Context: an optimization exercise on an open-source flow, tuned for small area. The choices shown serve that exercise and are no tape-out recipe.
Where RTL was checked, it was by simulation tests only, not by an equivalence proof against the original.
Power is estimated from default activity; no workload was simulated.

==> flow/design.v <==
module cic3_clkdiv
    (output logic [15:0] wo,       
     output logic [15:0] wm,       
     output logic [15:0] wn,       
     output logic        bnd,      
     output logic        first,    
     output logic        out_ld,   
     output logic        xfer,     
     output logic        xclr,     
     input  logic        clk,
     input  logic        reset_n);
logic [7:0] q;       
logic       jv;      
always_comb begin
    bnd    = (q == 8'd0);
    first  = (q == 8'd130) & ~jv;      
    out_ld = (q == 8'd129) & jv;
    xfer   = (q >= 8'd130) & (q <= 8'd154) & jv;
    xclr   = (q >= 8'd130) & (q <= 8'd154) & ~jv;
end
always_ff @(posedge clk or negedge reset_n) begin
    if (!reset_n) begin
        q  <= 8'd129;
        jv <= 1'b0;
        wo <= 16'd8256;    
        wm <= 16'd49152;   
        wn <= 16'd8128;    
    end else begin
        q  <= q + 8'd1;
        if (q == 8'd128) jv <= 1'b1;
        wo <= (q == 8'd255) ? 16'd0     : wo + {8'd0, q};
        wn <= (q == 8'd255) ? 16'd32896 : wn + {8'd0, q} - 16'd256;
        wm <= (q == 8'd255) ? 16'd32640 : wm - {7'd0, q, 1'b0} + 16'd256;
    end
end
endmodule
module cic3_echip65_noclk
    (output logic [24:0] out,
     input  logic        in,
     input  logic        clk,
     input  logic        reset_n,
     input  logic [15:0] wo,
     input  logic [15:0] wm,
     input  logic [15:0] wn,
     input  logic        bnd,
     input  logic        first,
     input  logic        out_ld,
     input  logic        xfer,
     input  logic        xclr);
localparam int ROT = 15;    
logic        x;        
logic [21:0] acc_z;
logic [23:0] acc_y;
logic [24:0] acc_x;
logic [24:0] w3, w2, w1;
function automatic logic [24:0] radd(input logic [24:0] a, input logic [15:0] b);
    logic c;
    logic [24:0] bb;
    bb = {9'd0, b};
    c = 1'b0;
    for (int i = 0; i < 25; i++) begin
        radd[i] = a[i] ^ bb[i] ^ c;
        c = (a[i] & bb[i]) | (c & (a[i] ^ bb[i]));
    end
endfunction
logic [24:0] az_in, ay_in, ax_in;
logic [24:0] az_nx, ay_nx, ax_nx;
always_comb begin
    az_in = (bnd | first) ? 25'd0 : {3'd0, acc_z};
    ay_in = bnd ? {3'd0, acc_z} : (first ? 25'd0 : {1'b0, acc_y});
    ax_in = bnd ? {1'b0, acc_y} : (first ? 25'd0 : acc_x);
    az_nx = radd(az_in, wo & {16{x}});
    ay_nx = radd(ay_in, wm & {16{x}});
    ax_nx = radd(ax_in, wn & {16{x}});
end
always_ff @(posedge clk) begin
    x <= in;
    acc_z <= az_nx[21:0];
    acc_y <= ay_nx[23:0];
    acc_x <= ax_nx;
    w3 <= bnd ? acc_x : {w3[23:0], w3[24]};
    w2 <= {w2[23:0], xclr ? 1'b0 : (xfer ? w3[24] : w2[24])};
    w1 <= {w1[23:0], xclr ? 1'b0 : (xfer ? w2[24] : w1[24])};
end
always_ff @(posedge clk or negedge reset_n) begin
    if (!reset_n)
        out <= 25'd0;
    else if (out_ld)
        for (int i = 0; i < 25; i++) out[i] <= w1[(i + ROT) % 25];
end
endmodule
module cic3_echip65_2x12Row
(
output logic [(25-1):0] out0,
output logic [(25-1):0] out1,
output logic [(25-1):0] out2,
output logic [(25-1):0] out3,
output logic [(25-1):0] out4,
output logic [(25-1):0] out5,
output logic [(25-1):0] out6,
output logic [(25-1):0] out7,
output logic [(25-1):0] out8,
output logic [(25-1):0] out9,
output logic [(25-1):0] out10,
output logic [(25-1):0] out11,
output logic [(25-1):0] out12,
output logic [(25-1):0] out13,
output logic [(25-1):0] out14,
output logic [(25-1):0] out15,
output logic [(25-1):0] out16,
output logic [(25-1):0] out17,
output logic [(25-1):0] out18,
output logic [(25-1):0] out19,
output logic [(25-1):0] out20,
output logic [(25-1):0] out21,
output logic [(25-1):0] out22,
output logic [(25-1):0] out23,
input logic [(24-1):0] in,
input logic clk,
input logic reset_n
);
logic [15:0] wo, wm, wn;
logic bnd, first, out_ld, xfer, xclr;
logic [24:0] outs [24];
cic3_clkdiv ctrl (
    .wo(wo), .wm(wm), .wn(wn), .bnd(bnd), .first(first), .out_ld(out_ld),
    .xfer(xfer), .xclr(xclr), .clk(clk), .reset_n(reset_n));
genvar k;
generate
    for (k = 0; k < 24; k++) begin : FILTERS
        cic3_echip65_noclk ch (
            .out(outs[k]), .in(in[k]), .clk(clk), .reset_n(reset_n),
            .wo(wo), .wm(wm), .wn(wn), .bnd(bnd), .first(first),
            .out_ld(out_ld), .xfer(xfer), .xclr(xclr));
    end
endgenerate
assign out0  = outs[0];
assign out1  = outs[1];
assign out2  = outs[2];
assign out3  = outs[3];
assign out4  = outs[4];
assign out5  = outs[5];
assign out6  = outs[6];
assign out7  = outs[7];
assign out8  = outs[8];
assign out9  = outs[9];
assign out10 = outs[10];
assign out11 = outs[11];
assign out12 = outs[12];
assign out13 = outs[13];
assign out14 = outs[14];
assign out15 = outs[15];
assign out16 = outs[16];
assign out17 = outs[17];
assign out18 = outs[18];
assign out19 = outs[19];
assign out20 = outs[20];
assign out21 = outs[21];
assign out22 = outs[22];
assign out23 = outs[23];
endmodule
clock: 10.0 ns
lec_check: 0
cap_margin: 20
core_margin: 2
core_utilization: 40
cts_buf_list: sky130_fd_sc_hd__clkbuf_4 sky130_fd_sc_hd__clkbuf_8
cts_cluster_size: 40
slew_margin: 20
run.sh (not shown) runs the stock make flow with config.mk's settings and CLKGATE_MAP_FILE= SYNTH_SCRIPT=/design/flow/synth_recipe.tcl, a recipe that flattens the netlist after the stock synthesis.
==> next run, changes <==
Settings changed: CTS_BUF_LIST sky130_fd_sc_hd__clkbuf_4 sky130_fd_sc_hd__clkbuf_8 to not set, CTS_CLUSTER_SIZE 40 to not set.
The changed run went through all stages and came out clean.
Wire length decreases by 1.2%.
Die area is unchanged.
Cell count went down by 2.4%.
Power increases by 1.2%.
Sequential share of layout area is about the same.
No functional check of the RTL was part of any run of this note.


red:
Another version of the RTL of cic3_echip65_2x12Row (not shown whole).
For scale: roughly 12000 cells after synthesis, about 4300 flip-flops, roughly 160000 um2 of cells after synthesis.
Settings: LEC_CHECK=0, CAP_MARGIN=20, CORE_MARGIN=2, CORE_UTILIZATION=40, SLEW_MARGIN=20; clock period 10.0 ns.
The inputs of blue differ from those of red as listed below.
-- flow/config.mk --
<<< red, line 9
export CORE_MARGIN = 2
export CORE_UTILIZATION = 40
export SLEW_MARGIN = 20
>>> blue, line 9
export CORE_MARGIN = 2
export CORE_UTILIZATION = 65
export CTS_CLUSTER_DIAMETER = 60
export CTS_CLUSTER_SIZE = 28
export SLEW_MARGIN = 20
Findings:
Placed instance count: red and blue compared, lower one is blue. In blue relative to red, core area had gone down by more than a quarter. blue ends up with lower path length in cells of the critical path than red does.
What green does differently from blue at the input level:
==> flow/flow/run.sh (new file) <==
#!/bin/bash
# Own layout flow: the standard ORFS flow (standard.sh) with two changes:
#  - the port buffers that buffer_ports inserts are sky130_fd_sc_hd__buf_1
#  - CTS clusters up to 36 sinks within 60 um and inserts no dummy loads
# Every tool's output goes to the ORFS logs under orfs/logs; make's own output
# goes to flow_make.log in this folder.
set -euo pipefail
export BUFFER_PORTS_ARGS="-buffer_cell sky130_fd_sc_hd__buf_1"
export CTS_ARGS="-sink_clustering_enable -repair_clock_nets -sink_clustering_size 36 -sink_clustering_max_diameter 60 -dont_use_dummy_load"
bash standard.sh finish > flow_make.log 2>&1
==> flow/standard.sh (new file) <==
#!/bin/bash
# synth_recipe.tcl (not shown) runs the flow's synth.tcl, then flattens the netlist and writes it again
# the make line also repeats each setting of config.mk as NAME=value (left out here)
make -C /OpenROAD-flow-scripts/flow DESIGN_CONFIG=/design/flow/config.mk WORK_HOME=/design/flow/orfs CLKGATE_MAP_FILE= SYNTH_SCRIPT=/design/flow/synth_recipe.tcl "${@:-finish}"
-- flow/config.mk --
<<< blue, line 9
export CORE_MARGIN = 2
export CORE_UTILIZATION = 65
export CTS_CLUSTER_DIAMETER = 60
export CTS_CLUSTER_SIZE = 28
export SLEW_MARGIN = 20
>>> green, line 9
export CORE_MARGIN = 2
export CORE_UTILIZATION = 75
export SLEW_MARGIN = 20
removed: flow/run.sh
### Flow results
green: no failed stages, no open violations at the end. Non-clock buffer count in the final layout, green and blue, lower one = green. Between green and blue, the number of buffers added to fix hold violations after cts figures differ only marginally. Going from blue to green, final HPWL from detailed placement shrank slightly. Comparing green and blue, the lower number of tap cells added at floorplan was measured on green. Looking at pin count of the biggest net entering global routing, green sits 5 above blue. Routed wire length went down slightly going from blue to green.
Modified inputs, orange compared to green
==> flow/flow/run.sh <==
#!/bin/bash
# Own layout flow: the standard ORFS flow (standard.sh) with two changes:
#  - the port buffers that buffer_ports inserts are sky130_fd_sc_hd__buf_1
#  - CTS clusters up to 28 sinks within 60 um and inserts no dummy loads
# Every tool's output goes to the ORFS logs under orfs/logs; make's own output
# goes to flow_make.log in this folder.
set -euo pipefail
export BUFFER_PORTS_ARGS="-buffer_cell sky130_fd_sc_hd__buf_1"
export CTS_ARGS="-sink_clustering_enable -repair_clock_nets -sink_clustering_size 28 -sink_clustering_max_diameter 60 -dont_use_dummy_load"
bash standard.sh finish > flow_make.log 2>&1
-- flow/config.mk --
<<< green, line 9
export CORE_MARGIN = 2
export CORE_UTILIZATION = 75
export SLEW_MARGIN = 20
>>> orange, line 9
export CORE_MARGIN = 2
export CORE_UTILIZATION = 65
export CTS_CLUSTER_DIAMETER = 60
export CTS_CLUSTER_SIZE = 28
export SLEW_MARGIN = 20
The run showing the smaller post-layout instance area is green.
Going from green to orange, share of final layout cell area taken by non-clock buffers saw little to no change, count of TritonRoute iterations in the first routing pass saw a decrease.
Relative to green, ratio of final minimum period to clock period has gone up in orange.
Changes observed in orange relative to green: share of power burned in combinational logic down 0.3 points, via count down 807, power up 390 uW, number of nets in the layout flat.
Setup slack was lower in orange than in green.
In the reports for orange and green, the larger overall die width belongs to orange.


## tundra
cic3_echip65_2x12Row, a different RTL version from the one above (not shown whole).
Size in the first run: ~12,000 cells after synthesis, about 4,200 flip-flops, about 630 I/O pins, about 150,000 sq um of cells after synthesis.
clock: 10.0 ns
lec_check: 0
cap_margin: 20
core_margin: 2
core_utilization: 65
slew_margin: 20
standard.sh (not shown) runs the stock make flow with config.mk's settings and CLKGATE_MAP_FILE= SYNTH_SCRIPT=/design/flow/synth_recipe.tcl, a recipe that flattens the netlist after the stock synthesis.
==> flow/flow/run.sh <==
#!/bin/bash
# Own layout flow: the standard ORFS flow (standard.sh) with two changes:
#  - the port buffers that buffer_ports inserts are sky130_fd_sc_hd__buf_1
#  - CTS clusters up to 30 sinks within 70 um and inserts no dummy loads
# Every tool's output goes to the ORFS logs under orfs/logs; make's own output
# goes to flow_make.log in this folder.
set -euo pipefail
export BUFFER_PORTS_ARGS="-buffer_cell sky130_fd_sc_hd__buf_1"
export CTS_ARGS="-sink_clustering_enable -repair_clock_nets -sink_clustering_size 30 -sink_clustering_max_diameter 70 -dont_use_dummy_load"
bash standard.sh finish > flow_make.log 2>&1
[inputs] amber vs tundra
# tundra
export LEC_CHECK = 0
export CAP_MARGIN = 20
export CORE_MARGIN = 2
export CORE_UTILIZATION = 65
export SLEW_MARGIN = 20
create_clock -name core_clock -period 10.0 [get_ports {clk}]
# amber
export LEC_CHECK = 0
export CAP_MARGIN = 20
export CORE_MARGIN = 2
export CORE_UTILIZATION = 65
export CTS_CLUSTER_DIAMETER = 60
export CTS_CLUSTER_SIZE = 28
export SLEW_MARGIN = 20
create_clock -name core_clock -period 10.0 [get_ports {clk}]
==> flow/run.sh (new file) <==
#!/bin/bash
# synth_recipe.tcl (not shown) runs the flow's synth.tcl, then flattens the netlist and writes it again
# the make line also repeats each setting of config.mk as NAME=value (left out here)
make -C /OpenROAD-flow-scripts/flow DESIGN_CONFIG=/design/flow/config.mk WORK_HOME=/design/flow/orfs CLKGATE_MAP_FILE= SYNTH_SCRIPT=/design/flow/synth_recipe.tcl finish
removed: flow/flow/run.sh
removed: flow/standard.sh
### Flow results
tundra → amber: cell area after layout now larger, wire length of the first global-routing pass now larger.
[diff] leakage dissipation, amber relative to tundra: regression
Lower met3 wire length goes to tundra over amber.
Cmp tundra and amber / final cell count / higher: amber
Here is what was changed in the inputs of pepper compared with amber.
# amber
export LEC_CHECK = 0
export CAP_MARGIN = 20
export CORE_MARGIN = 2
export CORE_UTILIZATION = 65
export CTS_CLUSTER_DIAMETER = 60
export CTS_CLUSTER_SIZE = 28
export SLEW_MARGIN = 20
create_clock -name core_clock -period 10.0 [get_ports {clk}]
# pepper
export LEC_CHECK = 0
export CAP_MARGIN = 20
export CORE_MARGIN = 2
export CORE_UTILIZATION = 65
export SLEW_MARGIN = 20
create_clock -name core_clock -period 10.0 [get_ports {clk}]
==> flow/flow/run.sh (new file) <==
#!/bin/bash
# Own layout flow: the standard ORFS flow (standard.sh) with two changes:
#  - the port buffers that buffer_ports inserts are sky130_fd_sc_hd__buf_1
#  - CTS clusters up to 26 sinks within 80 um and inserts no dummy loads
# Every tool's output goes to the ORFS logs under orfs/logs; make's own output
# goes to flow_make.log in this folder.
set -euo pipefail
export BUFFER_PORTS_ARGS="-buffer_cell sky130_fd_sc_hd__buf_1"
export CTS_ARGS="-sink_clustering_enable -repair_clock_nets -sink_clustering_size 26 -sink_clustering_max_diameter 80 -dont_use_dummy_load"
bash standard.sh finish > flow_make.log 2>&1
==> flow/standard.sh (new file) <==
#!/bin/bash
# synth_recipe.tcl (not shown) runs the flow's synth.tcl, then flattens the netlist and writes it again
# the make line also repeats each setting of config.mk as NAME=value (left out here)
make -C /OpenROAD-flow-scripts/flow DESIGN_CONFIG=/design/flow/config.mk WORK_HOME=/design/flow/orfs CLKGATE_MAP_FILE= SYNTH_SCRIPT=/design/flow/synth_recipe.tcl "${@:-finish}"
removed: flow/run.sh
==> comparison <==
pepper: flow completed, timing, DRC and antenna clean
amber has a lower layout buffer count excluding clock buffers than pepper.
Between pepper and amber, the clock-pin slew on the worst setup and hold paths figures differ only marginally.
In the reports for pepper and amber, the larger internal portion of total power belongs to amber.
Comparing pepper against amber, there is no change at all in synthesized area.
NOTE: first-pass GRT wire length in pepper falls short of that of amber
Diff pepper and amber: via count higher in amber
Re setup violation total in the final timing report: no difference whatsoever between amber and pepper.
Between pepper and amber, it is pepper whose global placer's final weighted congestion is higher, by 0.010.
pepper vs amber: worst path setup slack after routing down
Where final wirelength is concerned, amber is outperformed by pepper.
Input changes introduced in harbor (baseline for comparison: pepper):
# pepper
export LEC_CHECK = 0
export CAP_MARGIN = 20
export CORE_MARGIN = 2
export CORE_UTILIZATION = 65
export SLEW_MARGIN = 20
create_clock -name core_clock -period 10.0 [get_ports {clk}]
# harbor
export LEC_CHECK = 0
export CAP_MARGIN = 20
export CORE_MARGIN = 2
export CORE_UTILIZATION = 70
export SLEW_MARGIN = 20
create_clock -name core_clock -period 10.0 [get_ports {clk}]
-- flow/flow/run.sh --
<<< pepper, line 4
#  - CTS clusters up to 26 sinks within 80 um and inserts no dummy loads
>>> harbor, line 4
#  - CTS clusters up to 30 sinks within 70 um and inserts no dummy loads
<<< pepper, line 9
export CTS_ARGS="-sink_clustering_enable -repair_clock_nets -sink_clustering_size 26 -sink_clustering_max_diameter 80 -dont_use_dummy_load"
>>> harbor, line 9
export CTS_ARGS="-sink_clustering_enable -repair_clock_nets -sink_clustering_size 30 -sink_clustering_max_diameter 70 -dont_use_dummy_load"
## What came out
harbor completed end to end with timing, DRC and antenna clean.
The wire length the detailed router placed on met1 in harbor sits about 3.4% below the value recorded for pepper.
Share of total power in combinational logic delta (harbor -> pepper): insignificant
harbor ends up with a clock group share of total power that is 0.3 points lower than in pepper.
harbor vs. pepper: filler cell count fell by 2,302, smallest hold slack rose by 7.1 ps, cell count lower.
Comparing harbor against pepper, there is no change at all in compound-cell area share of the yosys netlist.
The non-clock buffer count reported for harbor is greater than that of pepper by 7.
Clock-cell share of area across harbor and pepper: no real change.
Via count of the first global-routing pass ended up 390 lower on harbor than on pepper.
Re layout-stage area growth over the synthesis result: harbor and pepper aren't equal, and the higher value belongs to pepper.

## static timing again, ports no longer ideal
In the flow no input, the clock included, has a driving cell. The finished layouts below were timed again as built, in two steps.
Step 1, drivers: a clkbuf_16 drives clk and a buf_2 each remaining input, both assumed.
Step 2, shift: input delay + t, output delay - t, t = (earliest + latest rising clock arrival at the registers) / 2. This alone moves slack from input paths to output paths.
Slacks: ideal ports / drivers / drivers and shift; pairs: ideal ports / drivers.
run	t (ns)	setup WS [ns]	worst setup path after step 2	worst register clock-pin slew, ns	worst data-port slew with drivers (ns)
the first run of note 1	1.232	0.305 / 0.305 / 0.305	register to register	0.07 / 0.07	0.09
the second run of note 1	1.038	0.321 / 0.321 / 0.321	register to register	0.07 / 0.07	0.10
red	1.058	1.620 / 1.620 / 1.620	register to register	0.07 / 0.07	0.24
blue	0.989	1.551 / 1.551 / 1.551	register to register	0.11 / 0.11	0.17
green	0.934	1.759 / 1.759 / 1.759	register to register	0.12 / 0.12	0.19
orange	0.932	1.647 / 1.647 / 1.647	register to register	0.11 / 0.11	0.15
tundra	0.930	0.884 / 0.884 / 0.884	register to register	0.12 / 0.12	0.09
amber	0.978	0.894 / 0.894 / 0.894	register to register	0.11 / 0.11	0.26
pepper	0.925	0.888 / 0.888 / 0.888	register to register	0.11 / 0.11	0.10
harbor	0.933	0.860 / 0.860 / 0.860	register to register	0.11 / 0.11	0.19
After both steps every run listed still meets setup and hold.
